What follows belongs to an exercise in optimizing a design on an open flow for small area, a short achievable clock period and few clock cycles per item; a production flow would make more cautious choices. Only simulation tests tie the RTL to the original design; equivalence was not proved. Power and IR drop assume default switching activity.

==> flow/constraint.sdc <==
create_clock -name core_clock -period 8.5 [get_ports {ap_clk}]
set_input_delay 1.7000 -clock core_clock [delete_from_list [all_inputs] [get_ports {ap_clk}]]
set_output_delay 1.7000 -clock core_clock [all_outputs]
set_load 0.01 [all_outputs]
==> flow/run.sh <==
#!/bin/bash
# synth_recipe.tcl (not shown) runs the flow's synth.tcl, then flattens the netlist and writes it again
# the make line also repeats each setting of config.mk as NAME=value (left out here)
make -C /OpenROAD-flow-scripts/flow DESIGN_CONFIG=/design/flow/config.mk WORK_HOME=/design/flow/orfs CLKGATE_MAP_FILE= SYNTH_SCRIPT=/design/flow/synth_recipe.tcl finish
==> flow/config.mk <==
export PLATFORM = sky130hd
export DESIGN_NAME = fir
export DESIGN_NICKNAME = fir
export VERILOG_FILES = /design/flow/design.v
export SDC_FILE = /design/flow/constraint.sdc
export NUM_CORES = 4
export LEC_CHECK = 0
export ABC_CLOCK_PERIOD_IN_PS = 3500
export CAP_MARGIN = 20
export CORE_MARGIN = 2
export CORE_UTILIZATION = 40
export PLACE_DENSITY = 0.6
export SETUP_SLACK_MARGIN = 4.5
export SLEW_MARGIN = 20
==> flow/design.v <==
module fir (
    input  wire        ap_clk,
    input  wire        ap_rst,
    input  wire        ap_start,
    output wire        ap_done,
    output wire        ap_idle,
    output wire        ap_ready,
    output wire [31:0] y,
    output wire        y_ap_vld,
    output wire [3:0]  c_address0,
    output wire        c_ce0,
    input  wire [31:0] c_q0,
    input  wire [31:0] x
);
reg  [3:0]  cnt;       
reg  [3:0]  ph;        
reg  [3:0]  nvalid;    
reg         done_q;
reg         clr;       
reg  [31:0] ring [0:9];
reg  [31:0] c_reg;
reg  [15:0] bone, btwo, bneg;
reg  [31:0] acc_s, acc_c;
wire busy_rd = (cnt <= 4'd10);
wire ld_ring = (cnt >= 4'd1) && (cnt <= 4'd10);
assign ap_idle    = ~ap_start;
assign ap_done    = done_q;
assign ap_ready   = done_q;
assign y_ap_vld   = done_q;
assign c_ce0      = ap_start & busy_rd;
assign c_address0 = (cnt == 4'd10) ? 4'd0 : ((ph == 4'd9) ? 4'd1 : ph + 4'd2);
assign y          = acc_s + acc_c;
always @(posedge ap_clk) begin
    if (ap_rst) begin
        cnt    <= 4'd0;
        done_q <= 1'b0;
        clr    <= 1'b0;
        ph     <= 4'd0;
        nvalid <= 4'd0;
    end else begin
        if (cnt == 4'd0)
            cnt <= {3'd0, ap_start};
        else if (cnt == 4'd13)
            cnt <= 4'd0;
        else
            cnt <= cnt + 4'd1;
        done_q <= (cnt == 4'd12);
        clr    <= (cnt == 4'd1);
        if (done_q) begin
            ph <= (ph >= 4'd8) ? ph - 4'd8 : ph + 4'd2;
            if (nvalid != 4'd10)
                nvalid <= nvalid + 4'd1;
        end else begin
            ph <= (ph == 4'd9) ? 4'd0 : ph + 4'd1;
        end
    end
end
integer r;
always @(posedge ap_clk) begin
    for (r = 0; r < 9; r = r + 1)
        ring[r] <= ring[r + 1];
    ring[9] <= (ld_ring && ph == 4'd9) ? x : ring[0];
end
wire [31:0] dsel = (cnt == 4'd11) ? x : ((ph < nvalid) ? ring[0] : 32'd0);
wire [32:0] dx   = {dsel, 1'b0};
integer g;
always @(posedge ap_clk) begin
    c_reg <= c_q0;
    for (g = 0; g < 16; g = g + 1) begin
        bone[g] <= (dx[2*g+1] ^ dx[2*g]);
        btwo[g] <= ((dx[2*g+2] & ~dx[2*g+1] & ~dx[2*g]) | (~dx[2*g+2] & dx[2*g+1] & dx[2*g]));
        bneg[g] <= dx[2*g+2];
    end
end
wire [31:0] pp0 = ((c_reg[31:0] & {32{bone[0]}}) | ({c_reg[30:0], 1'b0} & {32{btwo[0]}})) ^ {32{bneg[0]}};
wire [29:0] pp1 = ((c_reg[29:0] & {30{bone[1]}}) | ({c_reg[28:0], 1'b0} & {30{btwo[1]}})) ^ {30{bneg[1]}};
wire [27:0] pp2 = ((c_reg[27:0] & {28{bone[2]}}) | ({c_reg[26:0], 1'b0} & {28{btwo[2]}})) ^ {28{bneg[2]}};
wire [25:0] pp3 = ((c_reg[25:0] & {26{bone[3]}}) | ({c_reg[24:0], 1'b0} & {26{btwo[3]}})) ^ {26{bneg[3]}};
wire [23:0] pp4 = ((c_reg[23:0] & {24{bone[4]}}) | ({c_reg[22:0], 1'b0} & {24{btwo[4]}})) ^ {24{bneg[4]}};
wire [21:0] pp5 = ((c_reg[21:0] & {22{bone[5]}}) | ({c_reg[20:0], 1'b0} & {22{btwo[5]}})) ^ {22{bneg[5]}};
wire [19:0] pp6 = ((c_reg[19:0] & {20{bone[6]}}) | ({c_reg[18:0], 1'b0} & {20{btwo[6]}})) ^ {20{bneg[6]}};
wire [17:0] pp7 = ((c_reg[17:0] & {18{bone[7]}}) | ({c_reg[16:0], 1'b0} & {18{btwo[7]}})) ^ {18{bneg[7]}};
wire [15:0] pp8 = ((c_reg[15:0] & {16{bone[8]}}) | ({c_reg[14:0], 1'b0} & {16{btwo[8]}})) ^ {16{bneg[8]}};
wire [13:0] pp9 = ((c_reg[13:0] & {14{bone[9]}}) | ({c_reg[12:0], 1'b0} & {14{btwo[9]}})) ^ {14{bneg[9]}};
wire [11:0] pp10 = ((c_reg[11:0] & {12{bone[10]}}) | ({c_reg[10:0], 1'b0} & {12{btwo[10]}})) ^ {12{bneg[10]}};
wire [9:0] pp11 = ((c_reg[9:0] & {10{bone[11]}}) | ({c_reg[8:0], 1'b0} & {10{btwo[11]}})) ^ {10{bneg[11]}};
wire [7:0] pp12 = ((c_reg[7:0] & {8{bone[12]}}) | ({c_reg[6:0], 1'b0} & {8{btwo[12]}})) ^ {8{bneg[12]}};
wire [5:0] pp13 = ((c_reg[5:0] & {6{bone[13]}}) | ({c_reg[4:0], 1'b0} & {6{btwo[13]}})) ^ {6{bneg[13]}};
wire [3:0] pp14 = ((c_reg[3:0] & {4{bone[14]}}) | ({c_reg[2:0], 1'b0} & {4{btwo[14]}})) ^ {4{bneg[14]}};
wire [1:0] pp15 = ((c_reg[1:0] & {2{bone[15]}}) | ({c_reg[0:0], 1'b0} & {2{btwo[15]}})) ^ {2{bneg[15]}};
wire [31:0] sm = acc_s & {32{~clr}};
wire [31:0] cm = acc_c & {32{~clr}};
wire s_1 = bneg[0] ^ sm[0] ^ cm[0];
wire c_2 = (bneg[0] & sm[0]) | (cm[0] & (bneg[0] ^ sm[0]));
wire s_3 = sm[1] ^ cm[1] ^ pp0[1];
wire c_4 = (sm[1] & cm[1]) | (pp0[1] & (sm[1] ^ cm[1]));
wire s_5 = bneg[1] ^ sm[2] ^ cm[2];
wire c_6 = (bneg[1] & sm[2]) | (cm[2] & (bneg[1] ^ sm[2]));
wire s_7 = pp0[2] ^ pp1[0] ^ s_5;
wire c_8 = (pp0[2] & pp1[0]) | (s_5 & (pp0[2] ^ pp1[0]));
wire s_9 = sm[3] ^ cm[3] ^ pp0[3];
wire c_10 = (sm[3] & cm[3]) | (pp0[3] & (sm[3] ^ cm[3]));
wire s_11 = pp1[1] ^ c_6 ^ s_9;
wire c_12 = (pp1[1] & c_6) | (s_9 & (pp1[1] ^ c_6));
wire s_13 = bneg[2] ^ sm[4] ^ cm[4];
wire c_14 = (bneg[2] & sm[4]) | (cm[4] & (bneg[2] ^ sm[4]));
wire s_15 = pp0[4] ^ pp1[2] ^ pp2[0];
wire c_16 = (pp0[4] & pp1[2]) | (pp2[0] & (pp0[4] ^ pp1[2]));
wire s_17 = s_13 ^ c_10 ^ s_15;
wire c_18 = (s_13 & c_10) | (s_15 & (s_13 ^ c_10));
wire s_19 = sm[5] ^ cm[5] ^ pp0[5];
wire c_20 = (sm[5] & cm[5]) | (pp0[5] & (sm[5] ^ cm[5]));
wire s_21 = pp1[3] ^ pp2[1] ^ c_14;
wire c_22 = (pp1[3] & pp2[1]) | (c_14 & (pp1[3] ^ pp2[1]));
wire s_23 = c_16 ^ s_19 ^ s_21;
wire c_24 = (c_16 & s_19) | (s_21 & (c_16 ^ s_19));
wire s_25 = bneg[3] ^ sm[6] ^ cm[6];
wire c_26 = (bneg[3] & sm[6]) | (cm[6] & (bneg[3] ^ sm[6]));
wire s_27 = pp0[6] ^ pp1[4] ^ pp2[2];
wire c_28 = (pp0[6] & pp1[4]) | (pp2[2] & (pp0[6] ^ pp1[4]));
wire s_29 = pp3[0] ^ s_25 ^ c_20;
wire c_30 = (pp3[0] & s_25) | (c_20 & (pp3[0] ^ s_25));
wire s_31 = s_27 ^ c_22 ^ s_29;
wire c_32 = (s_27 & c_22) | (s_29 & (s_27 ^ c_22));
wire s_33 = sm[7] ^ cm[7] ^ pp0[7];
wire c_34 = (sm[7] & cm[7]) | (pp0[7] & (sm[7] ^ cm[7]));
wire s_35 = pp1[5] ^ pp2[3] ^ pp3[1];
wire c_36 = (pp1[5] & pp2[3]) | (pp3[1] & (pp1[5] ^ pp2[3]));
wire s_37 = c_26 ^ c_28 ^ s_33;
wire c_38 = (c_26 & c_28) | (s_33 & (c_26 ^ c_28));
wire s_39 = s_35 ^ c_30 ^ s_37;
wire c_40 = (s_35 & c_30) | (s_37 & (s_35 ^ c_30));
wire s_41 = bneg[4] ^ sm[8] ^ cm[8];
wire c_42 = (bneg[4] & sm[8]) | (cm[8] & (bneg[4] ^ sm[8]));
wire s_43 = pp0[8] ^ pp1[6] ^ pp2[4];
wire c_44 = (pp0[8] & pp1[6]) | (pp2[4] & (pp0[8] ^ pp1[6]));
wire s_45 = pp3[2] ^ pp4[0] ^ s_41;
wire c_46 = (pp3[2] & pp4[0]) | (s_41 & (pp3[2] ^ pp4[0]));
wire s_47 = c_34 ^ c_36 ^ s_43;
wire c_48 = (c_34 & c_36) | (s_43 & (c_34 ^ c_36));
wire s_49 = s_45 ^ c_38 ^ s_47;
wire c_50 = (s_45 & c_38) | (s_47 & (s_45 ^ c_38));
wire s_51 = sm[9] ^ cm[9] ^ pp0[9];
wire c_52 = (sm[9] & cm[9]) | (pp0[9] & (sm[9] ^ cm[9]));
wire s_53 = pp1[7] ^ pp2[5] ^ pp3[3];
wire c_54 = (pp1[7] & pp2[5]) | (pp3[3] & (pp1[7] ^ pp2[5]));
wire s_55 = pp4[1] ^ c_42 ^ c_44;
wire c_56 = (pp4[1] & c_42) | (c_44 & (pp4[1] ^ c_42));
wire s_57 = s_51 ^ s_53 ^ c_46;
wire c_58 = (s_51 & s_53) | (c_46 & (s_51 ^ s_53));
wire s_59 = c_48 ^ s_55 ^ s_57;
wire c_60 = (c_48 & s_55) | (s_57 & (c_48 ^ s_55));
wire s_61 = bneg[5] ^ sm[10] ^ cm[10];
wire c_62 = (bneg[5] & sm[10]) | (cm[10] & (bneg[5] ^ sm[10]));
wire s_63 = pp0[10] ^ pp1[8] ^ pp2[6];
wire c_64 = (pp0[10] & pp1[8]) | (pp2[6] & (pp0[10] ^ pp1[8]));
wire s_65 = pp3[4] ^ pp4[2] ^ pp5[0];
wire c_66 = (pp3[4] & pp4[2]) | (pp5[0] & (pp3[4] ^ pp4[2]));
wire s_67 = s_61 ^ c_52 ^ c_54;
wire c_68 = (s_61 & c_52) | (c_54 & (s_61 ^ c_52));
wire s_69 = s_63 ^ s_65 ^ c_56;
wire c_70 = (s_63 & s_65) | (c_56 & (s_63 ^ s_65));
wire s_71 = s_67 ^ c_58 ^ s_69;
wire c_72 = (s_67 & c_58) | (s_69 & (s_67 ^ c_58));
wire s_73 = sm[11] ^ cm[11] ^ pp0[11];
wire c_74 = (sm[11] & cm[11]) | (pp0[11] & (sm[11] ^ cm[11]));
wire s_75 = pp1[9] ^ pp2[7] ^ pp3[5];
wire c_76 = (pp1[9] & pp2[7]) | (pp3[5] & (pp1[9] ^ pp2[7]));
wire s_77 = pp4[3] ^ pp5[1] ^ c_62;
wire c_78 = (pp4[3] & pp5[1]) | (c_62 & (pp4[3] ^ pp5[1]));
wire s_79 = c_64 ^ c_66 ^ s_73;
wire c_80 = (c_64 & c_66) | (s_73 & (c_64 ^ c_66));
wire s_81 = s_75 ^ s_77 ^ c_68;
wire c_82 = (s_75 & s_77) | (c_68 & (s_75 ^ s_77));
wire s_83 = s_79 ^ c_70 ^ s_81;
wire c_84 = (s_79 & c_70) | (s_81 & (s_79 ^ c_70));
wire s_85 = bneg[6] ^ sm[12] ^ cm[12];
wire c_86 = (bneg[6] & sm[12]) | (cm[12] & (bneg[6] ^ sm[12]));
wire s_87 = pp0[12] ^ pp1[10] ^ pp2[8];
wire c_88 = (pp0[12] & pp1[10]) | (pp2[8] & (pp0[12] ^ pp1[10]));
wire s_89 = pp3[6] ^ pp4[4] ^ pp5[2];
wire c_90 = (pp3[6] & pp4[4]) | (pp5[2] & (pp3[6] ^ pp4[4]));
wire s_91 = pp6[0] ^ s_85 ^ c_74;
wire c_92 = (pp6[0] & s_85) | (c_74 & (pp6[0] ^ s_85));
wire s_93 = c_76 ^ s_87 ^ s_89;
wire c_94 = (c_76 & s_87) | (s_89 & (c_76 ^ s_87));
wire s_95 = c_78 ^ c_80 ^ s_91;
wire c_96 = (c_78 & c_80) | (s_91 & (c_78 ^ c_80));
wire s_97 = s_93 ^ c_82 ^ s_95;
wire c_98 = (s_93 & c_82) | (s_95 & (s_93 ^ c_82));
wire s_99 = sm[13] ^ cm[13] ^ pp0[13];
wire c_100 = (sm[13] & cm[13]) | (pp0[13] & (sm[13] ^ cm[13]));
wire s_101 = pp1[11] ^ pp2[9] ^ pp3[7];
wire c_102 = (pp1[11] & pp2[9]) | (pp3[7] & (pp1[11] ^ pp2[9]));
wire s_103 = pp4[5] ^ pp5[3] ^ pp6[1];
wire c_104 = (pp4[5] & pp5[3]) | (pp6[1] & (pp4[5] ^ pp5[3]));
wire s_105 = c_86 ^ c_88 ^ c_90;
wire c_106 = (c_86 & c_88) | (c_90 & (c_86 ^ c_88));
wire s_107 = s_99 ^ s_101 ^ s_103;
wire c_108 = (s_99 & s_101) | (s_103 & (s_99 ^ s_101));
wire s_109 = c_92 ^ c_94 ^ s_105;
wire c_110 = (c_92 & c_94) | (s_105 & (c_92 ^ c_94));
wire s_111 = s_107 ^ c_96 ^ s_109;
wire c_112 = (s_107 & c_96) | (s_109 & (s_107 ^ c_96));
wire s_113 = bneg[7] ^ sm[14] ^ cm[14];
wire c_114 = (bneg[7] & sm[14]) | (cm[14] & (bneg[7] ^ sm[14]));
wire s_115 = pp0[14] ^ pp1[12] ^ pp2[10];
wire c_116 = (pp0[14] & pp1[12]) | (pp2[10] & (pp0[14] ^ pp1[12]));
wire s_117 = pp3[8] ^ pp4[6] ^ pp5[4];
wire c_118 = (pp3[8] & pp4[6]) | (pp5[4] & (pp3[8] ^ pp4[6]));
wire s_119 = pp6[2] ^ pp7[0] ^ s_113;
wire c_120 = (pp6[2] & pp7[0]) | (s_113 & (pp6[2] ^ pp7[0]));
wire s_121 = c_100 ^ c_102 ^ c_104;
wire c_122 = (c_100 & c_102) | (c_104 & (c_100 ^ c_102));
wire s_123 = s_115 ^ s_117 ^ s_119;
wire c_124 = (s_115 & s_117) | (s_119 & (s_115 ^ s_117));
wire s_125 = c_106 ^ c_108 ^ s_121;
wire c_126 = (c_106 & c_108) | (s_121 & (c_106 ^ c_108));
wire s_127 = s_123 ^ c_110 ^ s_125;
wire c_128 = (s_123 & c_110) | (s_125 & (s_123 ^ c_110));
wire s_129 = sm[15] ^ cm[15] ^ pp0[15];
wire c_130 = (sm[15] & cm[15]) | (pp0[15] & (sm[15] ^ cm[15]));
wire s_131 = pp1[13] ^ pp2[11] ^ pp3[9];
wire c_132 = (pp1[13] & pp2[11]) | (pp3[9] & (pp1[13] ^ pp2[11]));
wire s_133 = pp4[7] ^ pp5[5] ^ pp6[3];
wire c_134 = (pp4[7] & pp5[5]) | (pp6[3] & (pp4[7] ^ pp5[5]));
wire s_135 = pp7[1] ^ c_114 ^ c_116;
wire c_136 = (pp7[1] & c_114) | (c_116 & (pp7[1] ^ c_114));
wire s_137 = c_118 ^ s_129 ^ s_131;
wire c_138 = (c_118 & s_129) | (s_131 & (c_118 ^ s_129));
wire s_139 = s_133 ^ c_120 ^ c_122;
wire c_140 = (s_133 & c_120) | (c_122 & (s_133 ^ c_120));
wire s_141 = s_135 ^ s_137 ^ c_124;
wire c_142 = (s_135 & s_137) | (c_124 & (s_135 ^ s_137));
wire s_143 = c_126 ^ s_139 ^ s_141;
wire c_144 = (c_126 & s_139) | (s_141 & (c_126 ^ s_139));
wire s_145 = bneg[8] ^ sm[16] ^ cm[16];
wire c_146 = (bneg[8] & sm[16]) | (cm[16] & (bneg[8] ^ sm[16]));
wire s_147 = pp0[16] ^ pp1[14] ^ pp2[12];
wire c_148 = (pp0[16] & pp1[14]) | (pp2[12] & (pp0[16] ^ pp1[14]));
wire s_149 = pp3[10] ^ pp4[8] ^ pp5[6];
wire c_150 = (pp3[10] & pp4[8]) | (pp5[6] & (pp3[10] ^ pp4[8]));
wire s_151 = pp6[4] ^ pp7[2] ^ pp8[0];
wire c_152 = (pp6[4] & pp7[2]) | (pp8[0] & (pp6[4] ^ pp7[2]));
wire s_153 = s_145 ^ c_130 ^ c_132;
wire c_154 = (s_145 & c_130) | (c_132 & (s_145 ^ c_130));
wire s_155 = c_134 ^ s_147 ^ s_149;
wire c_156 = (c_134 & s_147) | (s_149 & (c_134 ^ s_147));
wire s_157 = s_151 ^ c_136 ^ c_138;
wire c_158 = (s_151 & c_136) | (c_138 & (s_151 ^ c_136));
wire s_159 = s_153 ^ s_155 ^ c_140;
wire c_160 = (s_153 & s_155) | (c_140 & (s_153 ^ s_155));
wire s_161 = s_157 ^ c_142 ^ s_159;
wire c_162 = (s_157 & c_142) | (s_159 & (s_157 ^ c_142));
wire s_163 = sm[17] ^ cm[17] ^ pp0[17];
wire c_164 = (sm[17] & cm[17]) | (pp0[17] & (sm[17] ^ cm[17]));
wire s_165 = pp1[15] ^ pp2[13] ^ pp3[11];
wire c_166 = (pp1[15] & pp2[13]) | (pp3[11] & (pp1[15] ^ pp2[13]));
wire s_167 = pp4[9] ^ pp5[7] ^ pp6[5];
wire c_168 = (pp4[9] & pp5[7]) | (pp6[5] & (pp4[9] ^ pp5[7]));
wire s_169 = pp7[3] ^ pp8[1] ^ c_146;
wire c_170 = (pp7[3] & pp8[1]) | (c_146 & (pp7[3] ^ pp8[1]));
wire s_171 = c_148 ^ c_150 ^ c_152;
wire c_172 = (c_148 & c_150) | (c_152 & (c_148 ^ c_150));
wire s_173 = s_163 ^ s_165 ^ s_167;
wire c_174 = (s_163 & s_165) | (s_167 & (s_163 ^ s_165));
wire s_175 = s_169 ^ c_154 ^ c_156;
wire c_176 = (s_169 & c_154) | (c_156 & (s_169 ^ c_154));
wire s_177 = s_171 ^ s_173 ^ c_158;
wire c_178 = (s_171 & s_173) | (c_158 & (s_171 ^ s_173));
wire s_179 = s_175 ^ c_160 ^ s_177;
wire c_180 = (s_175 & c_160) | (s_177 & (s_175 ^ c_160));
wire s_181 = bneg[9] ^ sm[18] ^ cm[18];
wire c_182 = (bneg[9] & sm[18]) | (cm[18] & (bneg[9] ^ sm[18]));
wire s_183 = pp0[18] ^ pp1[16] ^ pp2[14];
wire c_184 = (pp0[18] & pp1[16]) | (pp2[14] & (pp0[18] ^ pp1[16]));
wire s_185 = pp3[12] ^ pp4[10] ^ pp5[8];
wire c_186 = (pp3[12] & pp4[10]) | (pp5[8] & (pp3[12] ^ pp4[10]));
wire s_187 = pp6[6] ^ pp7[4] ^ pp8[2];
wire c_188 = (pp6[6] & pp7[4]) | (pp8[2] & (pp6[6] ^ pp7[4]));
wire s_189 = pp9[0] ^ s_181 ^ c_164;
wire c_190 = (pp9[0] & s_181) | (c_164 & (pp9[0] ^ s_181));
wire s_191 = c_166 ^ c_168 ^ s_183;
wire c_192 = (c_166 & c_168) | (s_183 & (c_166 ^ c_168));
wire s_193 = s_185 ^ s_187 ^ c_170;
wire c_194 = (s_185 & s_187) | (c_170 & (s_185 ^ s_187));
wire s_195 = c_172 ^ c_174 ^ s_189;
wire c_196 = (c_172 & c_174) | (s_189 & (c_172 ^ c_174));
wire s_197 = s_191 ^ s_193 ^ c_176;
wire c_198 = (s_191 & s_193) | (c_176 & (s_191 ^ s_193));
wire s_199 = s_195 ^ c_178 ^ s_197;
wire c_200 = (s_195 & c_178) | (s_197 & (s_195 ^ c_178));
wire s_201 = sm[19] ^ cm[19] ^ pp0[19];
wire c_202 = (sm[19] & cm[19]) | (pp0[19] & (sm[19] ^ cm[19]));
wire s_203 = pp1[17] ^ pp2[15] ^ pp3[13];
wire c_204 = (pp1[17] & pp2[15]) | (pp3[13] & (pp1[17] ^ pp2[15]));
wire s_205 = pp4[11] ^ pp5[9] ^ pp6[7];
wire c_206 = (pp4[11] & pp5[9]) | (pp6[7] & (pp4[11] ^ pp5[9]));
wire s_207 = pp7[5] ^ pp8[3] ^ pp9[1];
wire c_208 = (pp7[5] & pp8[3]) | (pp9[1] & (pp7[5] ^ pp8[3]));
wire s_209 = c_182 ^ c_184 ^ c_186;
wire c_210 = (c_182 & c_184) | (c_186 & (c_182 ^ c_184));
wire s_211 = c_188 ^ s_201 ^ s_203;
wire c_212 = (c_188 & s_201) | (s_203 & (c_188 ^ s_201));
wire s_213 = s_205 ^ s_207 ^ c_190;
wire c_214 = (s_205 & s_207) | (c_190 & (s_205 ^ s_207));
wire s_215 = c_192 ^ s_209 ^ s_211;
wire c_216 = (c_192 & s_209) | (s_211 & (c_192 ^ s_209));
wire s_217 = c_194 ^ c_196 ^ s_213;
wire c_218 = (c_194 & c_196) | (s_213 & (c_194 ^ c_196));
wire s_219 = s_215 ^ c_198 ^ s_217;
wire c_220 = (s_215 & c_198) | (s_217 & (s_215 ^ c_198));
wire s_221 = bneg[10] ^ sm[20] ^ cm[20];
wire c_222 = (bneg[10] & sm[20]) | (cm[20] & (bneg[10] ^ sm[20]));
wire s_223 = pp0[20] ^ pp1[18] ^ pp2[16];
wire c_224 = (pp0[20] & pp1[18]) | (pp2[16] & (pp0[20] ^ pp1[18]));
wire s_225 = pp3[14] ^ pp4[12] ^ pp5[10];
wire c_226 = (pp3[14] & pp4[12]) | (pp5[10] & (pp3[14] ^ pp4[12]));
wire s_227 = pp6[8] ^ pp7[6] ^ pp8[4];
wire c_228 = (pp6[8] & pp7[6]) | (pp8[4] & (pp6[8] ^ pp7[6]));
wire s_229 = pp9[2] ^ pp10[0] ^ s_221;
wire c_230 = (pp9[2] & pp10[0]) | (s_221 & (pp9[2] ^ pp10[0]));
wire s_231 = c_202 ^ c_204 ^ c_206;
wire c_232 = (c_202 & c_204) | (c_206 & (c_202 ^ c_204));
wire s_233 = c_208 ^ s_223 ^ s_225;
wire c_234 = (c_208 & s_223) | (s_225 & (c_208 ^ s_223));
wire s_235 = s_227 ^ s_229 ^ c_210;
wire c_236 = (s_227 & s_229) | (c_210 & (s_227 ^ s_229));
wire s_237 = c_212 ^ s_231 ^ s_233;
wire c_238 = (c_212 & s_231) | (s_233 & (c_212 ^ s_231));
wire s_239 = c_214 ^ s_235 ^ c_216;
wire c_240 = (c_214 & s_235) | (c_216 & (c_214 ^ s_235));
wire s_241 = s_237 ^ c_218 ^ s_239;
wire c_242 = (s_237 & c_218) | (s_239 & (s_237 ^ c_218));
wire s_243 = sm[21] ^ cm[21] ^ pp0[21];
wire c_244 = (sm[21] & cm[21]) | (pp0[21] & (sm[21] ^ cm[21]));
wire s_245 = pp1[19] ^ pp2[17] ^ pp3[15];
wire c_246 = (pp1[19] & pp2[17]) | (pp3[15] & (pp1[19] ^ pp2[17]));
wire s_247 = pp4[13] ^ pp5[11] ^ pp6[9];
wire c_248 = (pp4[13] & pp5[11]) | (pp6[9] & (pp4[13] ^ pp5[11]));
wire s_249 = pp7[7] ^ pp8[5] ^ pp9[3];
wire c_250 = (pp7[7] & pp8[5]) | (pp9[3] & (pp7[7] ^ pp8[5]));
wire s_251 = pp10[1] ^ c_222 ^ c_224;
wire c_252 = (pp10[1] & c_222) | (c_224 & (pp10[1] ^ c_222));
wire s_253 = c_226 ^ c_228 ^ s_243;
wire c_254 = (c_226 & c_228) | (s_243 & (c_226 ^ c_228));
wire s_255 = s_245 ^ s_247 ^ s_249;
wire c_256 = (s_245 & s_247) | (s_249 & (s_245 ^ s_247));
wire s_257 = c_230 ^ c_232 ^ c_234;
wire c_258 = (c_230 & c_232) | (c_234 & (c_230 ^ c_232));
wire s_259 = s_251 ^ s_253 ^ s_255;
wire c_260 = (s_251 & s_253) | (s_255 & (s_251 ^ s_253));
wire s_261 = c_236 ^ c_238 ^ s_257;
wire c_262 = (c_236 & c_238) | (s_257 & (c_236 ^ c_238));
wire s_263 = s_259 ^ c_240 ^ s_261;
wire c_264 = (s_259 & c_240) | (s_261 & (s_259 ^ c_240));
wire s_265 = bneg[11] ^ sm[22] ^ cm[22];
wire c_266 = (bneg[11] & sm[22]) | (cm[22] & (bneg[11] ^ sm[22]));
wire s_267 = pp0[22] ^ pp1[20] ^ pp2[18];
wire c_268 = (pp0[22] & pp1[20]) | (pp2[18] & (pp0[22] ^ pp1[20]));
wire s_269 = pp3[16] ^ pp4[14] ^ pp5[12];
wire c_270 = (pp3[16] & pp4[14]) | (pp5[12] & (pp3[16] ^ pp4[14]));
wire s_271 = pp6[10] ^ pp7[8] ^ pp8[6];
wire c_272 = (pp6[10] & pp7[8]) | (pp8[6] & (pp6[10] ^ pp7[8]));
wire s_273 = pp9[4] ^ pp10[2] ^ pp11[0];
wire c_274 = (pp9[4] & pp10[2]) | (pp11[0] & (pp9[4] ^ pp10[2]));
wire s_275 = s_265 ^ c_244 ^ c_246;
wire c_276 = (s_265 & c_244) | (c_246 & (s_265 ^ c_244));
wire s_277 = c_248 ^ c_250 ^ s_267;
wire c_278 = (c_248 & c_250) | (s_267 & (c_248 ^ c_250));
wire s_279 = s_269 ^ s_271 ^ s_273;
wire c_280 = (s_269 & s_271) | (s_273 & (s_269 ^ s_271));
wire s_281 = c_252 ^ c_254 ^ c_256;
wire c_282 = (c_252 & c_254) | (c_256 & (c_252 ^ c_254));
wire s_283 = s_275 ^ s_277 ^ s_279;
wire c_284 = (s_275 & s_277) | (s_279 & (s_275 ^ s_277));
wire s_285 = c_258 ^ c_260 ^ s_281;
wire c_286 = (c_258 & c_260) | (s_281 & (c_258 ^ c_260));
wire s_287 = s_283 ^ c_262 ^ s_285;
wire c_288 = (s_283 & c_262) | (s_285 & (s_283 ^ c_262));
wire s_289 = sm[23] ^ cm[23] ^ pp0[23];
wire c_290 = (sm[23] & cm[23]) | (pp0[23] & (sm[23] ^ cm[23]));
wire s_291 = pp1[21] ^ pp2[19] ^ pp3[17];
wire c_292 = (pp1[21] & pp2[19]) | (pp3[17] & (pp1[21] ^ pp2[19]));
wire s_293 = pp4[15] ^ pp5[13] ^ pp6[11];
wire c_294 = (pp4[15] & pp5[13]) | (pp6[11] & (pp4[15] ^ pp5[13]));
wire s_295 = pp7[9] ^ pp8[7] ^ pp9[5];
wire c_296 = (pp7[9] & pp8[7]) | (pp9[5] & (pp7[9] ^ pp8[7]));
wire s_297 = pp10[3] ^ pp11[1] ^ c_266;
wire c_298 = (pp10[3] & pp11[1]) | (c_266 & (pp10[3] ^ pp11[1]));
wire s_299 = c_268 ^ c_270 ^ c_272;
wire c_300 = (c_268 & c_270) | (c_272 & (c_268 ^ c_270));
wire s_301 = c_274 ^ s_289 ^ s_291;
wire c_302 = (c_274 & s_289) | (s_291 & (c_274 ^ s_289));
wire s_303 = s_293 ^ s_295 ^ s_297;
wire c_304 = (s_293 & s_295) | (s_297 & (s_293 ^ s_295));
wire s_305 = c_276 ^ c_278 ^ c_280;
wire c_306 = (c_276 & c_278) | (c_280 & (c_276 ^ c_278));
wire s_307 = s_299 ^ s_301 ^ s_303;
wire c_308 = (s_299 & s_301) | (s_303 & (s_299 ^ s_301));
wire s_309 = c_282 ^ c_284 ^ s_305;
wire c_310 = (c_282 & c_284) | (s_305 & (c_282 ^ c_284));
wire s_311 = s_307 ^ c_286 ^ s_309;
wire c_312 = (s_307 & c_286) | (s_309 & (s_307 ^ c_286));
wire s_313 = bneg[12] ^ sm[24] ^ cm[24];
wire c_314 = (bneg[12] & sm[24]) | (cm[24] & (bneg[12] ^ sm[24]));
wire s_315 = pp0[24] ^ pp1[22] ^ pp2[20];
wire c_316 = (pp0[24] & pp1[22]) | (pp2[20] & (pp0[24] ^ pp1[22]));
wire s_317 = pp3[18] ^ pp4[16] ^ pp5[14];
wire c_318 = (pp3[18] & pp4[16]) | (pp5[14] & (pp3[18] ^ pp4[16]));
wire s_319 = pp6[12] ^ pp7[10] ^ pp8[8];
wire c_320 = (pp6[12] & pp7[10]) | (pp8[8] & (pp6[12] ^ pp7[10]));
wire s_321 = pp9[6] ^ pp10[4] ^ pp11[2];
wire c_322 = (pp9[6] & pp10[4]) | (pp11[2] & (pp9[6] ^ pp10[4]));
wire s_323 = pp12[0] ^ s_313 ^ c_290;
wire c_324 = (pp12[0] & s_313) | (c_290 & (pp12[0] ^ s_313));
wire s_325 = c_292 ^ c_294 ^ c_296;
wire c_326 = (c_292 & c_294) | (c_296 & (c_292 ^ c_294));
wire s_327 = s_315 ^ s_317 ^ s_319;
wire c_328 = (s_315 & s_317) | (s_319 & (s_315 ^ s_317));
wire s_329 = s_321 ^ c_298 ^ c_300;
wire c_330 = (s_321 & c_298) | (c_300 & (s_321 ^ c_298));
wire s_331 = c_302 ^ s_323 ^ s_325;
wire c_332 = (c_302 & s_323) | (s_325 & (c_302 ^ s_323));
wire s_333 = s_327 ^ c_304 ^ c_306;
wire c_334 = (s_327 & c_304) | (c_306 & (s_327 ^ c_304));
wire s_335 = s_329 ^ s_331 ^ c_308;
wire c_336 = (s_329 & s_331) | (c_308 & (s_329 ^ s_331));
wire s_337 = c_310 ^ s_333 ^ s_335;
wire c_338 = (c_310 & s_333) | (s_335 & (c_310 ^ s_333));
wire s_339 = sm[25] ^ cm[25] ^ pp0[25];
wire c_340 = (sm[25] & cm[25]) | (pp0[25] & (sm[25] ^ cm[25]));
wire s_341 = pp1[23] ^ pp2[21] ^ pp3[19];
wire c_342 = (pp1[23] & pp2[21]) | (pp3[19] & (pp1[23] ^ pp2[21]));
wire s_343 = pp4[17] ^ pp5[15] ^ pp6[13];
wire c_344 = (pp4[17] & pp5[15]) | (pp6[13] & (pp4[17] ^ pp5[15]));
wire s_345 = pp7[11] ^ pp8[9] ^ pp9[7];
wire c_346 = (pp7[11] & pp8[9]) | (pp9[7] & (pp7[11] ^ pp8[9]));
wire s_347 = pp10[5] ^ pp11[3] ^ pp12[1];
wire c_348 = (pp10[5] & pp11[3]) | (pp12[1] & (pp10[5] ^ pp11[3]));
wire s_349 = c_314 ^ c_316 ^ c_318;
wire c_350 = (c_314 & c_316) | (c_318 & (c_314 ^ c_316));
wire s_351 = c_320 ^ c_322 ^ s_339;
wire c_352 = (c_320 & c_322) | (s_339 & (c_320 ^ c_322));
wire s_353 = s_341 ^ s_343 ^ s_345;
wire c_354 = (s_341 & s_343) | (s_345 & (s_341 ^ s_343));
wire s_355 = s_347 ^ c_324 ^ c_326;
wire c_356 = (s_347 & c_324) | (c_326 & (s_347 ^ c_324));
wire s_357 = c_328 ^ s_349 ^ s_351;
wire c_358 = (c_328 & s_349) | (s_351 & (c_328 ^ s_349));
wire s_359 = s_353 ^ c_330 ^ c_332;
wire c_360 = (s_353 & c_330) | (c_332 & (s_353 ^ c_330));
wire s_361 = s_355 ^ s_357 ^ c_334;
wire c_362 = (s_355 & s_357) | (c_334 & (s_355 ^ s_357));
wire s_363 = s_359 ^ c_336 ^ s_361;
wire c_364 = (s_359 & c_336) | (s_361 & (s_359 ^ c_336));
wire s_365 = bneg[13] ^ sm[26] ^ cm[26];
wire c_366 = (bneg[13] & sm[26]) | (cm[26] & (bneg[13] ^ sm[26]));
wire s_367 = pp0[26] ^ pp1[24] ^ pp2[22];
wire c_368 = (pp0[26] & pp1[24]) | (pp2[22] & (pp0[26] ^ pp1[24]));
wire s_369 = pp3[20] ^ pp4[18] ^ pp5[16];
wire c_370 = (pp3[20] & pp4[18]) | (pp5[16] & (pp3[20] ^ pp4[18]));
wire s_371 = pp6[14] ^ pp7[12] ^ pp8[10];
wire c_372 = (pp6[14] & pp7[12]) | (pp8[10] & (pp6[14] ^ pp7[12]));
wire s_373 = pp9[8] ^ pp10[6] ^ pp11[4];
wire c_374 = (pp9[8] & pp10[6]) | (pp11[4] & (pp9[8] ^ pp10[6]));
wire s_375 = pp12[2] ^ pp13[0] ^ s_365;
wire c_376 = (pp12[2] & pp13[0]) | (s_365 & (pp12[2] ^ pp13[0]));
wire s_377 = c_340 ^ c_342 ^ c_344;
wire c_378 = (c_340 & c_342) | (c_344 & (c_340 ^ c_342));
wire s_379 = c_346 ^ c_348 ^ s_367;
wire c_380 = (c_346 & c_348) | (s_367 & (c_346 ^ c_348));
wire s_381 = s_369 ^ s_371 ^ s_373;
wire c_382 = (s_369 & s_371) | (s_373 & (s_369 ^ s_371));
wire s_383 = s_375 ^ c_350 ^ c_352;
wire c_384 = (s_375 & c_350) | (c_352 & (s_375 ^ c_350));
wire s_385 = c_354 ^ s_377 ^ s_379;
wire c_386 = (c_354 & s_377) | (s_379 & (c_354 ^ s_377));
wire s_387 = s_381 ^ c_356 ^ c_358;
wire c_388 = (s_381 & c_356) | (c_358 & (s_381 ^ c_356));
wire s_389 = s_383 ^ s_385 ^ c_360;
wire c_390 = (s_383 & s_385) | (c_360 & (s_383 ^ s_385));
wire s_391 = s_387 ^ c_362 ^ s_389;
wire c_392 = (s_387 & c_362) | (s_389 & (s_387 ^ c_362));
wire s_393 = sm[27] ^ cm[27] ^ pp0[27];
wire c_394 = (sm[27] & cm[27]) | (pp0[27] & (sm[27] ^ cm[27]));
wire s_395 = pp1[25] ^ pp2[23] ^ pp3[21];
wire c_396 = (pp1[25] & pp2[23]) | (pp3[21] & (pp1[25] ^ pp2[23]));
wire s_397 = pp4[19] ^ pp5[17] ^ pp6[15];
wire c_398 = (pp4[19] & pp5[17]) | (pp6[15] & (pp4[19] ^ pp5[17]));
wire s_399 = pp7[13] ^ pp8[11] ^ pp9[9];
wire c_400 = (pp7[13] & pp8[11]) | (pp9[9] & (pp7[13] ^ pp8[11]));
wire s_401 = pp10[7] ^ pp11[5] ^ pp12[3];
wire c_402 = (pp10[7] & pp11[5]) | (pp12[3] & (pp10[7] ^ pp11[5]));
wire s_403 = pp13[1] ^ c_366 ^ c_368;
wire c_404 = (pp13[1] & c_366) | (c_368 & (pp13[1] ^ c_366));
wire s_405 = c_370 ^ c_372 ^ c_374;
wire c_406 = (c_370 & c_372) | (c_374 & (c_370 ^ c_372));
wire s_407 = s_393 ^ s_395 ^ s_397;
wire c_408 = (s_393 & s_395) | (s_397 & (s_393 ^ s_395));
wire s_409 = s_399 ^ s_401 ^ c_376;
wire c_410 = (s_399 & s_401) | (c_376 & (s_399 ^ s_401));
wire s_411 = c_378 ^ c_380 ^ c_382;
wire c_412 = (c_378 & c_380) | (c_382 & (c_378 ^ c_380));
wire s_413 = s_403 ^ s_405 ^ s_407;
wire c_414 = (s_403 & s_405) | (s_407 & (s_403 ^ s_405));
wire s_415 = s_409 ^ c_384 ^ c_386;
wire c_416 = (s_409 & c_384) | (c_386 & (s_409 ^ c_384));
wire s_417 = s_411 ^ s_413 ^ c_388;
wire c_418 = (s_411 & s_413) | (c_388 & (s_411 ^ s_413));
wire s_419 = s_415 ^ c_390 ^ s_417;
wire c_420 = (s_415 & c_390) | (s_417 & (s_415 ^ c_390));
wire s_421 = bneg[14] ^ sm[28] ^ cm[28];
wire c_422 = (bneg[14] & sm[28]) | (cm[28] & (bneg[14] ^ sm[28]));
wire s_423 = pp0[28] ^ pp1[26] ^ pp2[24];
wire c_424 = (pp0[28] & pp1[26]) | (pp2[24] & (pp0[28] ^ pp1[26]));
wire s_425 = pp3[22] ^ pp4[20] ^ pp5[18];
wire c_426 = (pp3[22] & pp4[20]) | (pp5[18] & (pp3[22] ^ pp4[20]));
wire s_427 = pp6[16] ^ pp7[14] ^ pp8[12];
wire c_428 = (pp6[16] & pp7[14]) | (pp8[12] & (pp6[16] ^ pp7[14]));
wire s_429 = pp9[10] ^ pp10[8] ^ pp11[6];
wire c_430 = (pp9[10] & pp10[8]) | (pp11[6] & (pp9[10] ^ pp10[8]));
wire s_431 = pp12[4] ^ pp13[2] ^ pp14[0];
wire c_432 = (pp12[4] & pp13[2]) | (pp14[0] & (pp12[4] ^ pp13[2]));
wire s_433 = s_421 ^ c_394 ^ c_396;
wire c_434 = (s_421 & c_394) | (c_396 & (s_421 ^ c_394));
wire s_435 = c_398 ^ c_400 ^ c_402;
wire c_436 = (c_398 & c_400) | (c_402 & (c_398 ^ c_400));
wire s_437 = s_423 ^ s_425 ^ s_427;
wire c_438 = (s_423 & s_425) | (s_427 & (s_423 ^ s_425));
wire s_439 = s_429 ^ s_431 ^ c_404;
wire c_440 = (s_429 & s_431) | (c_404 & (s_429 ^ s_431));
wire s_441 = c_406 ^ c_408 ^ s_433;
wire c_442 = (c_406 & c_408) | (s_433 & (c_406 ^ c_408));
wire s_443 = s_435 ^ s_437 ^ c_410;
wire c_444 = (s_435 & s_437) | (c_410 & (s_435 ^ s_437));
wire s_445 = c_412 ^ s_439 ^ c_414;
wire c_446 = (c_412 & s_439) | (c_414 & (c_412 ^ s_439));
wire s_447 = s_441 ^ s_443 ^ c_416;
wire c_448 = (s_441 & s_443) | (c_416 & (s_441 ^ s_443));
wire s_449 = s_445 ^ c_418 ^ s_447;
wire c_450 = (s_445 & c_418) | (s_447 & (s_445 ^ c_418));
wire s_451 = sm[29] ^ cm[29] ^ pp0[29];
wire c_452 = (sm[29] & cm[29]) | (pp0[29] & (sm[29] ^ cm[29]));
wire s_453 = pp1[27] ^ pp2[25] ^ pp3[23];
wire c_454 = (pp1[27] & pp2[25]) | (pp3[23] & (pp1[27] ^ pp2[25]));
wire s_455 = pp4[21] ^ pp5[19] ^ pp6[17];
wire c_456 = (pp4[21] & pp5[19]) | (pp6[17] & (pp4[21] ^ pp5[19]));
wire s_457 = pp7[15] ^ pp8[13] ^ pp9[11];
wire c_458 = (pp7[15] & pp8[13]) | (pp9[11] & (pp7[15] ^ pp8[13]));
wire s_459 = pp10[9] ^ pp11[7] ^ pp12[5];
wire c_460 = (pp10[9] & pp11[7]) | (pp12[5] & (pp10[9] ^ pp11[7]));
wire s_461 = pp13[3] ^ pp14[1] ^ c_422;
wire c_462 = (pp13[3] & pp14[1]) | (c_422 & (pp13[3] ^ pp14[1]));
wire s_463 = c_424 ^ c_426 ^ c_428;
wire c_464 = (c_424 & c_426) | (c_428 & (c_424 ^ c_426));
wire s_465 = c_430 ^ c_432 ^ s_451;
wire c_466 = (c_430 & c_432) | (s_451 & (c_430 ^ c_432));
wire s_467 = s_453 ^ s_455 ^ s_457;
wire c_468 = (s_453 & s_455) | (s_457 & (s_453 ^ s_455));
wire s_469 = s_459 ^ s_461 ^ c_434;
wire c_470 = (s_459 & s_461) | (c_434 & (s_459 ^ s_461));
wire s_471 = c_436 ^ c_438 ^ s_463;
wire c_472 = (c_436 & c_438) | (s_463 & (c_436 ^ c_438));
wire s_473 = s_465 ^ s_467 ^ c_440;
wire c_474 = (s_465 & s_467) | (c_440 & (s_465 ^ s_467));
wire s_475 = c_442 ^ s_469 ^ s_471;
wire c_476 = (c_442 & s_469) | (s_471 & (c_442 ^ s_469));
wire s_477 = c_444 ^ s_473 ^ c_446;
wire c_478 = (c_444 & s_473) | (c_446 & (c_444 ^ s_473));
wire s_479 = s_475 ^ c_448 ^ s_477;
wire c_480 = (s_475 & c_448) | (s_477 & (s_475 ^ c_448));
wire s_481 = bneg[15] ^ sm[30] ^ cm[30];
wire c_482 = (bneg[15] & sm[30]) | (cm[30] & (bneg[15] ^ sm[30]));
wire s_483 = pp0[30] ^ pp1[28] ^ pp2[26];
wire c_484 = (pp0[30] & pp1[28]) | (pp2[26] & (pp0[30] ^ pp1[28]));
wire s_485 = pp3[24] ^ pp4[22] ^ pp5[20];
wire c_486 = (pp3[24] & pp4[22]) | (pp5[20] & (pp3[24] ^ pp4[22]));
wire s_487 = pp6[18] ^ pp7[16] ^ pp8[14];
wire c_488 = (pp6[18] & pp7[16]) | (pp8[14] & (pp6[18] ^ pp7[16]));
wire s_489 = pp9[12] ^ pp10[10] ^ pp11[8];
wire c_490 = (pp9[12] & pp10[10]) | (pp11[8] & (pp9[12] ^ pp10[10]));
wire s_491 = pp12[6] ^ pp13[4] ^ pp14[2];
wire c_492 = (pp12[6] & pp13[4]) | (pp14[2] & (pp12[6] ^ pp13[4]));
wire s_493 = pp15[0] ^ s_481 ^ c_452;
wire c_494 = (pp15[0] & s_481) | (c_452 & (pp15[0] ^ s_481));
wire s_495 = c_454 ^ c_456 ^ c_458;
wire c_496 = (c_454 & c_456) | (c_458 & (c_454 ^ c_456));
wire s_497 = c_460 ^ s_483 ^ s_485;
wire c_498 = (c_460 & s_483) | (s_485 & (c_460 ^ s_483));
wire s_499 = s_487 ^ s_489 ^ s_491;
wire c_500 = (s_487 & s_489) | (s_491 & (s_487 ^ s_489));
wire s_501 = c_462 ^ c_464 ^ c_466;
wire c_502 = (c_462 & c_464) | (c_466 & (c_462 ^ c_464));
wire s_503 = c_468 ^ s_493 ^ s_495;
wire c_504 = (c_468 & s_493) | (s_495 & (c_468 ^ s_493));
wire s_505 = s_497 ^ s_499 ^ c_470;
wire c_506 = (s_497 & s_499) | (c_470 & (s_497 ^ s_499));
wire s_507 = c_472 ^ s_501 ^ s_503;
wire c_508 = (c_472 & s_501) | (s_503 & (c_472 ^ s_501));
wire s_509 = c_474 ^ s_505 ^ c_476;
wire c_510 = (c_474 & s_505) | (c_476 & (c_474 ^ s_505));
wire s_511 = s_507 ^ c_478 ^ s_509;
wire c_512 = (s_507 & c_478) | (s_509 & (s_507 ^ c_478));
wire s_513 = sm[31] ^ cm[31] ^ pp0[31];
wire s_514 = pp1[29] ^ pp2[27] ^ pp3[25];
wire s_515 = pp4[23] ^ pp5[21] ^ pp6[19];
wire s_516 = pp7[17] ^ pp8[15] ^ pp9[13];
wire s_517 = pp10[11] ^ pp11[9] ^ pp12[7];
wire s_518 = pp13[5] ^ pp14[3] ^ pp15[1];
wire s_519 = c_482 ^ c_484 ^ c_486;
wire s_520 = c_488 ^ c_490 ^ c_492;
wire s_521 = s_513 ^ s_514 ^ s_515;
wire s_522 = s_516 ^ s_517 ^ s_518;
wire s_523 = c_494 ^ c_496 ^ c_498;
wire s_524 = c_500 ^ s_519 ^ s_520;
wire s_525 = s_521 ^ s_522 ^ c_502;
wire s_526 = c_504 ^ s_523 ^ s_524;
wire s_527 = c_506 ^ c_508 ^ s_525;
wire s_528 = s_526 ^ c_510 ^ s_527;
wire [31:0] nxt_s = {c_512, c_480, c_450, c_420, c_392, c_364, c_338, c_312, c_288, c_264, c_242, c_220, c_200, c_180, c_162, c_144, c_128, c_112, c_98, c_84, c_72, c_60, c_50, c_40, c_32, c_24, c_18, c_12, c_8, c_4, c_2, pp0[0]};
wire [31:0] nxt_c = {s_528, s_511, s_479, s_449, s_419, s_391, s_363, s_337, s_311, s_287, s_263, s_241, s_219, s_199, s_179, s_161, s_143, s_127, s_111, s_97, s_83, s_71, s_59, s_49, s_39, s_31, s_23, s_17, s_11, s_7, s_3, s_1};
always @(posedge ap_clk) begin
    acc_s <= nxt_s;
    acc_c <= nxt_c;
end
endmodule
==> impl_metrics.py, run 1 <==
metrics = {
    "route": {
        "drtAntennaViolNets": 0,
        "wirelength_mm": 67.5,
        "vias": 16300,
        "first_pass_iters": 6,
        "drc": 0,
        "viasPerCell": 5.31,
        "avgRoutedWirePerCell_um": 22.0,
        "drtIter0Drc": 1365,
    },
    "floorplanning": {
        "die_y_um": 250,
        "io_pins": 108,
        "die-area_um2": 62300,
        "fp.dieW_um": 250,
        "rows": 90,
        "design.core.area_um2": 60000,
        "initial_core_util": 0.402,
    },
    "critical_path": {
        "critPathArrivalTime_ns": 3.26,
        "critical_path_peak_fanout": 3,
        "slowest_delay_ns": 0.33,
        "worst_path_most_repeated_cell": "o31ai_4",
        "crit_family": "compound AO/OA/AOI/OAI gates",
        "crit_path_start_kind": "flip-flop",
        "slowest_stage": "dfxtp_2",
        "required_ns": 6.80,
        "cp-end-kind": "primary output",
        "crit_type": "reg -> out",
        "regToRegStartpoint": "bneg[0]$_DFF_P_",
        "crit_buf_inv": 2,
        "crit_start": "acc_s[0]$_DFF_P_",
        "crit_chain": "ha_4 -> inv_2 -> fa_2 -> nor2b_4 -> o31a_4 -> o31ai_4 -> a211oi_4 -> a21oi_4 -> o31ai_4 -> a22o_4 -> o41ai_4 -> xnor2_1 -> buf_2",
    },
    "logic_synthesis": {
        "yosysWarnings": 2,
        "yosysTopAreaCellShare": 0.397,
        "synth_area_leaders": "dfxtp_1 40%, fa_1 21%, a22oi_1 8.4%",
        "synth_seq_cells": 478,
        "synthFlopType": "dfxtp_1",
        "synth_cell_type_count": 52,
        "synth_cells": 2142,
        "syn-num-nets": 2508,
        "synth_area_um2": 24100,
        "synthTopCellsByCount": "478 x dfxtp_1, 271 x a22oi_1, 257 x fa_1",
        "synth_edf_count": 0,
        "yosysTopAreaCell": "dfxtp_1",
        "avgSynthCellArea_um2": 11.3,
        "yosys.cell_count.top_type": "dfxtp_1",
        "ys_seq_area_frac": 0.397,
        "async_reset_ff_frac": 0,
    },
    "sta": {
        "period_needed_ns": 4.96,
        "finalSetupViolCount": 0,
        "tightestPinTransition_ns": 0.631,
        "fin_worst_skew_ns": 0.0286,
        "post-route-period-util": 0.583,
        "final.setup.tns_ns": 0,
        "slew_violations": 0,
        "rsz0062_at_grt": "yes",
        "fmax_mhz": 202,
        "final-hold-violation-count": 0,
        "max-slew-margin-rel": 0.579,
    },
    "clocking": {
        "clock_latency_ns": 0.58,
        "cts_sinks": 478,
        "root_buffer": "clkbuf_16",
        "postCtsHoldBufs": 0,
        "tritoncts": "yes",
        "clk_path_buf_depth": 3,
        "path_clk_slew_ns": 0.06,
        "cts_buffers": 47,
        "cts.htree.levels": 2,
    },
    "finish": {
        "post-route-util": 0.494,
        "syn_to_final_growth_pct": 23.0,
        "drive_above_1_share": 0.202,
        "antenna_cells": 0,
        "nets": 2622,
        "largest_register": "ring",
        "fin_cells": 3074,
        "multiInputGateArea_um2": 13900,
        "seqCellArea_um2": 9720,
        "largest_reg_flops": 320,
        "fillCellCount": 5244,
    },
    "grt": {
        "grt_pass1_vias": 17300,
        "grt_first_pass_wirelength_mm": 103,
        "grt_overflow_total": 0,
        "track_usage": 0.215,
        "antenna_found_initial": 0,
        "grt_max_degree": 51,
    },
    "place": {
        "gp_congestion": 0.881,
        "io_buffer_count": 107,
        "dp_cells": 2916,
        "dpl.hpwl_mm": 43.2,
    },
    "pwr": {
        "ir_worst_vdd_v": 0.000187,
        "powerDensity_nw_per_um2": 186,
        "p_leak_uw": 0.0112,
    },
    "min_path": {
        "hold_class": "reg -> reg",
        "worstHoldStart": "ring[8][9]$_DFF_P_",
    },
    "outcome": {
        "status": "no timing/DRC/antenna violations",
    },
    "flow_run": {
        "drv_cap": 0,
    },
}
==> layout make-up <==
| cell class | count | area share |
|---|---|---|
| clock buffer | 61 | 0.0435 |
| clock inverter | 24 | 0.0129 |
| inverter | 214 | 0.0273 |
| multi-input combinational | 1297 | 0.470 |
| sequential | 478 | 0.328 |
| tap | 782 | 0.0330 |
| timing repair buffer | 218 | 0.0859 |
==> final timing paths <==
| check | end | slack (ns) | cells past startpoint |
|---|---|---|---|
| setup reg to reg | acc_c[31]$_DFF_P_ | 4.49 | 15 |
| hold / removal | ring[7][9]$_DFF_P_ | 0.32 | 0 |
| setup / recovery | y[28] | 3.54 | 13 |
| hold reg to reg | ring[7][9]$_DFF_P_ | 0.32 | 0 |
==> through the flow <==
stage                     setup WS [ns]  hold WS (ns)  total power, uW  cell area (um2)
after floorplan                    4.36         0.310             2990            24300
after global placement             3.14         0.311             3340            25900
after detailed placement           3.16         0.312             3360            25900
after CTS                          3.43         0.322             5570            28900
after global routing               3.38         0.321             5810            29700
final                              3.54         0.319             5530            29700
==> power breakdown <==
part           internal, uW  switching [uW]  leakage (uW)  total [uW]
sequential             2340            88.7       0.00393        2420
combinational           401             506       0.00651         907
clock                  1320             874      0.000810        2200
==> cell families after synthesis <==
logic type	synth area share
compound gates	0.122
xor+xnor	0.128
mux	0.0154
fa+ha+maj	0.235
flops	0.397
buf+inv	0.0577
simple gates	0.0448
==> timing repair <==
action,4_1_cts,5_1_grt
resized for setup,334,121
cloned,9,7
pin swaps,48,59
buffers inserted,40,17
setup endpoints to repair,61,41
==> per-layer routing <==
metal / GRT usage / vias to the layer above / part of all wire
met5: 0 / - / 0
met2: 0.341 / 803 / 0.47
li1: - / 7191 / -
met3: 0.0452 / 189 / 0.079
met4: 0.101 / 0 / 0.046
met1: 0.281 / 8145 / 0.41
==> layout by cell type, fill, tap and decap left out, types with 25 or more instances in the layout <==
cell type        netlist  layout
buf_12                 0      28
fa_1                 257     222
dfxtp_1              478     422
clkdlybuf4s50_1        0      74
a22oi_2                0      40
clkbuf_16              0      54
nand2b_1              42      40
buf_4                  2      55
nor2_1                46      39
dfxtp_2                0      25
a22oi_1              271     231
ha_1                  42      35
inv_1                210     205
mux2_2                32      32
xor2_1               197     180
nand2_1               51      50
nor2b_1               28      27
o21ai_0               32      28
dfxtp_4                0      31
xnor2_1              156     146
fa_2                   0      35
==> worst register-to-register path, stage by stage, from the launching register on <==
cell	delay [ns]
dfxtp_2	0.34
buf_12	0.27
xor2_1	0.23
fa_2	0.46
fa_1	0.52
fa_1	0.55
inv_1	0.06
fa_2	0.38
inv_2	0.07
fa_2	0.21
xnor2_2	0.12
xnor2_1	0.15
xnor2_1	0.15
xnor2_1	0.15
xnor2_1	0.15
xnor2_1	0.09
Testbench counts, summed over its fixed seeds: cycles 22,400, items 1,600.
==> inputs of run 2 (changes only) <==
--- a/flow/config.mk
+++ b/flow/config.mk
@@ -6,9 +6,7 @@
 export NUM_CORES = 4
 export LEC_CHECK = 0
-export ABC_CLOCK_PERIOD_IN_PS = 3500
 export CAP_MARGIN = 20
 export CORE_MARGIN = 2
 export CORE_UTILIZATION = 40
 export PLACE_DENSITY = 0.6
-export SETUP_SLACK_MARGIN = 4.5
 export SLEW_MARGIN = 20
==> impl_metrics.py, run 2 <==
metrics = {
    "critical_path": {
        "crit_buf_inv": 2,
        "crit_chain": "ha_1 -> inv_1 -> fa_1 -> nor2b_4 -> o31a_4 -> o31ai_4 -> a211oi_2 -> a21oi_2 -> o31ai_1 -> a22o_1 -> a31oi_1 -> xnor2_1 -> clkdlybuf4s50_1",
        "r2r_cells": 13,
        "required_ns": 6.80,
        "cp-end-kind": "primary output",
        "slowest_delay_ns": 0.57,
        "slowest_stage": "clkdlybuf4s50_1",
        "r2r_slack_ns": 3.84,
        "crit_path_start_kind": "flip-flop",
        "crit_family": "compound AO/OA/AOI/OAI gates",
        "regToRegStartpoint": "bneg[0]$_DFF_P_",
        "r2r_end": "acc_c[31]$_DFF_P_",
        "critPathArrivalTime_ns": 4.20,
        "crit_type": "reg -> out",
        "critical_path_peak_fanout": 4,
    },
    "place": {
        "place_area_um2": 25900,
        "io_buffer_count": 107,
        "dpl.hpwl_mm": 42.9,
        "gp_congestion": 0.900,
        "dp_cells": 2918,
        "dp_slack_ns": 3.19,
    },
    "route": {
        "drtIter0Drc": 1194,
        "avgRoutedWirePerCell_um": 19.9,
        "first_pass_iters": 5,
        "vias": 15500,
        "drtAntennaViolNets": 0,
        "drc": 0,
        "viasPerCell": 5.15,
        "wirelength_mm": 59.9,
    },
    "floorplanning": {
        "initial_core_util": 0.402,
        "design.core.area_um2": 60000,
        "die-area_um2": 62300,
        "die_y_um": 250,
        "rows": 90,
        "io_pins": 108,
        "fp.dieW_um": 250,
    },
    "logic_synthesis": {
        "synth_cell_type_count": 52,
        "yosysTopAreaCell": "dfxtp_1",
        "synthFlopType": "dfxtp_1",
        "synth_edf_count": 0,
        "ys_seq_area_frac": 0.397,
        "synthTopCellsByCount": "478 x dfxtp_1, 271 x a22oi_1, 257 x fa_1",
        "yosysTopAreaCellShare": 0.397,
        "synth_seq_cells": 478,
        "synth_area_um2": 24100,
        "synth_cells": 2142,
        "syn-num-nets": 2508,
        "synth_area_leaders": "dfxtp_1 40%, fa_1 21%, a22oi_1 8.4%",
        "avgSynthCellArea_um2": 11.3,
        "yosysWarnings": 2,
        "yosys.cell_count.top_type": "dfxtp_1",
        "async_reset_ff_frac": 0,
    },
    "pwr": {
        "p_leak_uw": 0.0104,
        "ir_worst_vdd_v": 0.000180,
        "powerDensity_nw_per_um2": 197,
    },
    "clocking": {
        "cts_resized": 0,
        "cts_sinks": 478,
        "cts_buffers": 48,
        "path_clk_slew_ns": 0.06,
        "clock_latency_ns": 0.58,
        "cts.htree.levels": 2,
        "postCtsHoldBufs": 0,
        "clk_path_buf_depth": 3,
        "cts_setup_buffers": 0,
        "tritoncts": "yes",
        "root_buffer": "clkbuf_16",
    },
    "sta": {
        "fin_ws_ns": 2.60,
        "timing.hold.ws_ns": 0.318,
        "finalSetupViolCount": 0,
        "max-slew-margin-rel": 0.302,
        "tightestPinTransition_ns": 1.05,
        "slew_violations": 0,
        "fmax_mhz": 169,
        "period_needed_ns": 5.90,
        "post-route-period-util": 0.695,
        "rsz0062_at_grt": "no",
        "fin_worst_skew_ns": 0.0193,
        "final-hold-violation-count": 0,
        "final.setup.tns_ns": 0,
    },
    "finish": {
        "final_common_cell": "dfxtp_1",
        "antenna_cells": 0,
        "nets": 2552,
        "finalInstanceArea_um2": 27500,
        "fin_cells": 3003,
        "drive_above_1_share": 0.0779,
        "final_cell_mix": "475 x dfxtp_1, 271 x a22oi_1, 257 x fa_1",
        "largest_reg_flops": 320,
        "syn_to_final_growth_pct": 14.0,
        "largest_register": "ring",
    },
    "grt": {
        "grt_max_degree": 64,
        "grt_pass1_vias": 16500,
        "track_usage": 0.196,
        "grt_first_pass_wirelength_mm": 95.6,
        "grt_overflow_total": 0,
        "antenna_found_initial": 0,
    },
    "outcome": {
        "status": "no timing/DRC/antenna violations",
    },
    "flow_run": {
        "drv_cap": 0,
    },
    "min_path": {
        "worstHoldStart": "ring[4][8]$_DFF_P_",
        "whs_endpoint": "ring[3][8]$_DFF_P_",
        "whs_path_depth": 0,
        "hold_class": "reg -> reg",
    },
}
[run 2: cell count changes in the layout (fill, tap and decap cells not counted), sizes merged, moves of 2 or more]
cell / before / now
dlygate4sd2: 4 / 0
inv: 213 / 217
clkbuf: 71 / 63
clkdlybuf4s50: 74 / 107
bufbuf: 9 / 0
buf: 120 / 40
bufinv: 8 / 3
clkinvlp: 4 / 2
[run 2: per-stage QoR]
step           power (uW)   util
2_1_floorplan        2990      -
4_1_cts              5500  0.458
5_1_grt              5690  0.458
3_5_place_dp         3360  0.431
6_report             5420  0.458
3_3_place_gp         3340  0.431
[run 2: kinds of logic (layout without fill, tap and decap cells)]
kind of cell,count (synthesis),after routing,share of synthesized area
xor+xnor,353,353,0.128
fa+ha+maj,299,299,0.235
flops,478,478,0.397
mux,33,33,0.0154
compound gates,398,398,0.122
buf+inv,367,446,0.0577
simple gates,214,214,0.0448
[run 2: worst max-delay path by stage]
stage	start	to	slack, ns	cells past startpoint
after floorplan	bneg[1]$_DFF_P_	acc_c[25]$_DFF_P_	3.94	11
after global placement	acc_s[1]$_DFF_P_	y[29]	3.19	11
after detailed placement	acc_s[0]$_DFF_P_	y[30]	3.19	13
after CTS	acc_s[0]$_DFF_P_	y[30]	2.54	13
after global routing	acc_s[0]$_DFF_P_	y[30]	2.39	13
final	acc_s[0]$_DFF_P_	y[30]	2.60	13
[run 2: area by class of cell]
| class | instances | area [um2] |
|---|---|---|
| Tap cell | 782 | 978 |
| Inverter | 214 | 803 |
| Clock inverter | 22 | 245 |
| Timing Repair Buffer | 147 | 1370 |
| Multi-Input combinational cell | 1297 | 13200 |
| Clock buffer | 63 | 1370 |
| Sequential cell | 478 | 9570 |
| Fill cell | 5463 | 32500 |
[run 2: worst reg2reg max path, delay by kind of cell, from the launching register on]
family                   cells  cell delay [ns]
flip-flops                   1             0.77
XOR/XNOR                     7             1.02
adder cells (fa/ha/maj)      5             2.30
buffers and inverters        1             0.45
[run 2: power by group]
part | switching [uW] | internal [uW]
logic | 484 | 404
clock network | 889 | 1230
registers | 69.6 | 2340
[run 2: metal layers]
| layer | GRT usage | routed length, um | share of wire | up-vias |
|---|---|---|---|---|
| met5 | 0 | 0 | 0 | - |
| met4 | 0.0855 | 2430 | 0.041 | 0 |
| met3 | 0.0329 | 3460 | 0.058 | 134 |
| met2 | 0.317 | 28300 | 0.47 | 554 |
| met1 | 0.259 | 25700 | 0.43 | 7718 |
| li1 | - | - | - | 7060 |
==> inputs of run 3 (changes only) <==
--- a/flow/config.mk
+++ b/flow/config.mk
@@ -6,7 +6,9 @@
 export NUM_CORES = 4
 export LEC_CHECK = 0
+export ABC_CLOCK_PERIOD_IN_PS = 4000
 export CAP_MARGIN = 20
 export CORE_MARGIN = 2
-export CORE_UTILIZATION = 40
-export PLACE_DENSITY = 0.6
+export CORE_UTILIZATION = 60
+export PLACE_DENSITY = 0.7
+export SETUP_SLACK_MARGIN = 4.0
 export SLEW_MARGIN = 20
==> impl_metrics.py, run 3 <==
metrics = {
    "critical_path": {
        "crit_buf_inv": 4,
        "worst_path_most_repeated_cell": "o31ai_4",
        "crit_type": "reg -> out",
        "required_ns": 6.80,
        "critical_path_peak_fanout": 3,
        "crit_chain": "buf_4 -> inv_1 -> fa_2 -> nor2b_4 -> o31a_4 -> o31ai_4 -> a211oi_4 -> a21oi_4 -> buf_12 -> o31ai_4 -> a22o_4 -> o41ai_4 -> xnor2_1 -> buf_2",
        "slowest_stage": "dfxtp_4",
        "slowest_delay_ns": 0.35,
        "cp-end-kind": "primary output",
        "crit_path_start_kind": "flip-flop",
        "crit_family": "compound AO/OA/AOI/OAI gates",
        "critPathArrivalTime_ns": 3.35,
    },
    "clocking": {
        "path_clk_slew_ns": 0.07,
        "postCtsHoldBufs": 0,
        "clock_latency_ns": 0.58,
        "cts_sinks": 478,
        "cts.htree.levels": 2,
        "cts_buffers": 45,
        "root_buffer": "clkbuf_16",
        "tritoncts": "yes",
        "clk_path_buf_depth": 3,
    },
    "grt": {
        "grt_first_pass_wirelength_mm": 94.3,
        "antenna_found_initial": 0,
        "grt_pass1_vias": 17100,
        "grt_max_degree": 64,
        "grt_overflow_total": 0,
        "track_usage": 0.294,
    },
    "route": {
        "wirelength_mm": 59.8,
        "vias": 15900,
        "avgRoutedWirePerCell_um": 21.6,
        "top_layer_used": "met4",
        "wl_met1_mm": 23.8,
        "drc": 0,
        "drtAntennaViolNets": 0,
        "viasPerCell": 5.75,
        "met3WireLength_mm": 4.39,
        "first_pass_iters": 7,
        "drtIter0Drc": 1270,
        "dr_wl_met2_mm": 28.7,
    },
    "finish": {
        "largest_register": "ring",
        "final_common_cell": "dfxtp_1",
        "seqCellArea_um2": 9620,
        "multiInputGateArea_um2": 13600,
        "antenna_cells": 0,
        "finalInstanceArea_um2": 27800,
        "nets": 2581,
        "drive_above_1_share": 0.132,
        "largest_reg_flops": 320,
        "fillCellCount": 2888,
        "syn_to_final_growth_pct": 15.3,
        "final_cell_mix": "447 x dfxtp_1, 271 x a22oi_1, 256 x fa_1",
    },
    "logic_synthesis": {
        "yosys.cell_count.top_type": "dfxtp_1",
        "ys_seq_area_frac": 0.397,
        "yosysTopAreaCell": "dfxtp_1",
        "synth_area_um2": 24100,
        "synth_area_leaders": "dfxtp_1 40%, fa_1 21%, a22oi_1 8.4%",
        "yosysWarnings": 2,
        "synth_cell_type_count": 52,
        "async_reset_ff_frac": 0,
        "synth_cells": 2142,
        "synthFlopType": "dfxtp_1",
        "yosysTopAreaCellShare": 0.397,
        "synth_seq_cells": 478,
        "synthTopCellsByCount": "478 x dfxtp_1, 271 x a22oi_1, 257 x fa_1",
        "synth_edf_count": 0,
        "avgSynthCellArea_um2": 11.3,
        "syn-num-nets": 2508,
    },
    "place": {
        "dpl.hpwl_mm": 40.5,
        "gp_congestion": 0.914,
        "io_buffer_count": 107,
        "place_area_um2": 25600,
    },
    "sta": {
        "fin_worst_skew_ns": 0.0204,
        "period_needed_ns": 5.05,
        "tightestPinTransition_ns": 0.817,
        "slew_violations": 0,
        "final.setup.tns_ns": 0,
        "fmax_mhz": 198,
        "final-hold-violation-count": 0,
        "post-route-period-util": 0.594,
        "rsz0062_at_grt": "yes",
        "finalSetupViolCount": 0,
        "max-slew-margin-rel": 0.441,
    },
    "min_path": {
        "hold_class": "reg -> reg",
    },
    "floorplanning": {
        "fp.dieW_um": 204,
        "die-area_um2": 41800,
        "die_y_um": 204,
        "rows": 73,
        "initial_core_util": 0.607,
        "design.core.area_um2": 39700,
        "io_pins": 108,
    },
    "flow_run": {
        "drv_cap": 0,
    },
    "pwr": {
        "ir_worst_vdd_v": 0.000230,
        "p_leak_uw": 0.0106,
        "total_power_uw": 5350,
        "powerDensity_nw_per_um2": 192,
    },
    "outcome": {
        "status": "no timing/DRC/antenna violations",
    },
}
run 3: cells by family after synthesis:
family,synth area share
compound gates,0.122
xor+xnor,0.128
fa+ha+maj,0.235
buf+inv,0.0577
flops,0.397
mux,0.0154
simple gates,0.0448
run 3: per-layer routing:
layer | GRT usage | up-vias
met5 | 0 | -
met1 | 0.370 | 7933
met2 | 0.477 | 707
met3 | 0.0636 | 195
li1 | - | 7098
met4 | 0.156 | 0
run 3: cell type report:
class,count,area share
Clock buffer,60,0.0451
Clock inverter,20,0.00909
Inverter,214,0.0289
Multi-Input combinational cell,1297,0.489
Sequential cell,478,0.346
Tap cell,525,0.0236
Timing Repair Buffer,179,0.0585
run 3: timing repair:
item,4_1_cts,5_1_grt
pin swaps,36,41
buffers inserted,16,18
hold endpoints to repair,0,0
resized for setup,152,86
endpoints found under the setup margin,31,27
run 3: per-stage QoR:
step | hold slack, ns | setup slack (ns) | utilization | cells
6_report | 0.317 | 3.45 | 0.700 | 2773
5_1_grt | 0.327 | 3.36 | 0.700 | 2773
4_1_cts | 0.318 | 3.39 | 0.688 | 2755
3_5_place_dp | 0.312 | 3.21 | 0.643 | 2659
3_3_place_gp | 0.310 | 3.21 | 0.643 | 2659
2_1_floorplan | 0.310 | 4.10 | - | 2142
run 3: path summary, 6_finish.rpt:
kind                            cells after the start                from            endpoint  slack (ns)
worst max-delay path                               14    acc_c[1]$_DFF_P_               y[28]        3.45
worst min-delay path                                0  ring[5][6]$_DFF_P_  ring[4][6]$_DFF_P_        0.32
worst max register to register                     14     bone[1]$_DFF_P_   acc_c[31]$_DFF_P_        4.16
worst min register to register                      0  ring[5][6]$_DFF_P_  ring[4][6]$_DFF_P_        0.32
run 3: report_power, final:
part           internal (uW)  switching [uW]  total [uW]
logic                    388             498         886
clock network           1170             861        2030
registers               2340            86.1        2430
total                   3900            1450        5350

Check on run 3: ideal ports give 3.454 ns setup slack; a clkbuf_16 on the clock port and buf_2 on the inputs give 3.397 ns; moving port delays by the midpoint clock arrival (0.629 ns) as well gives 4.026 ns.
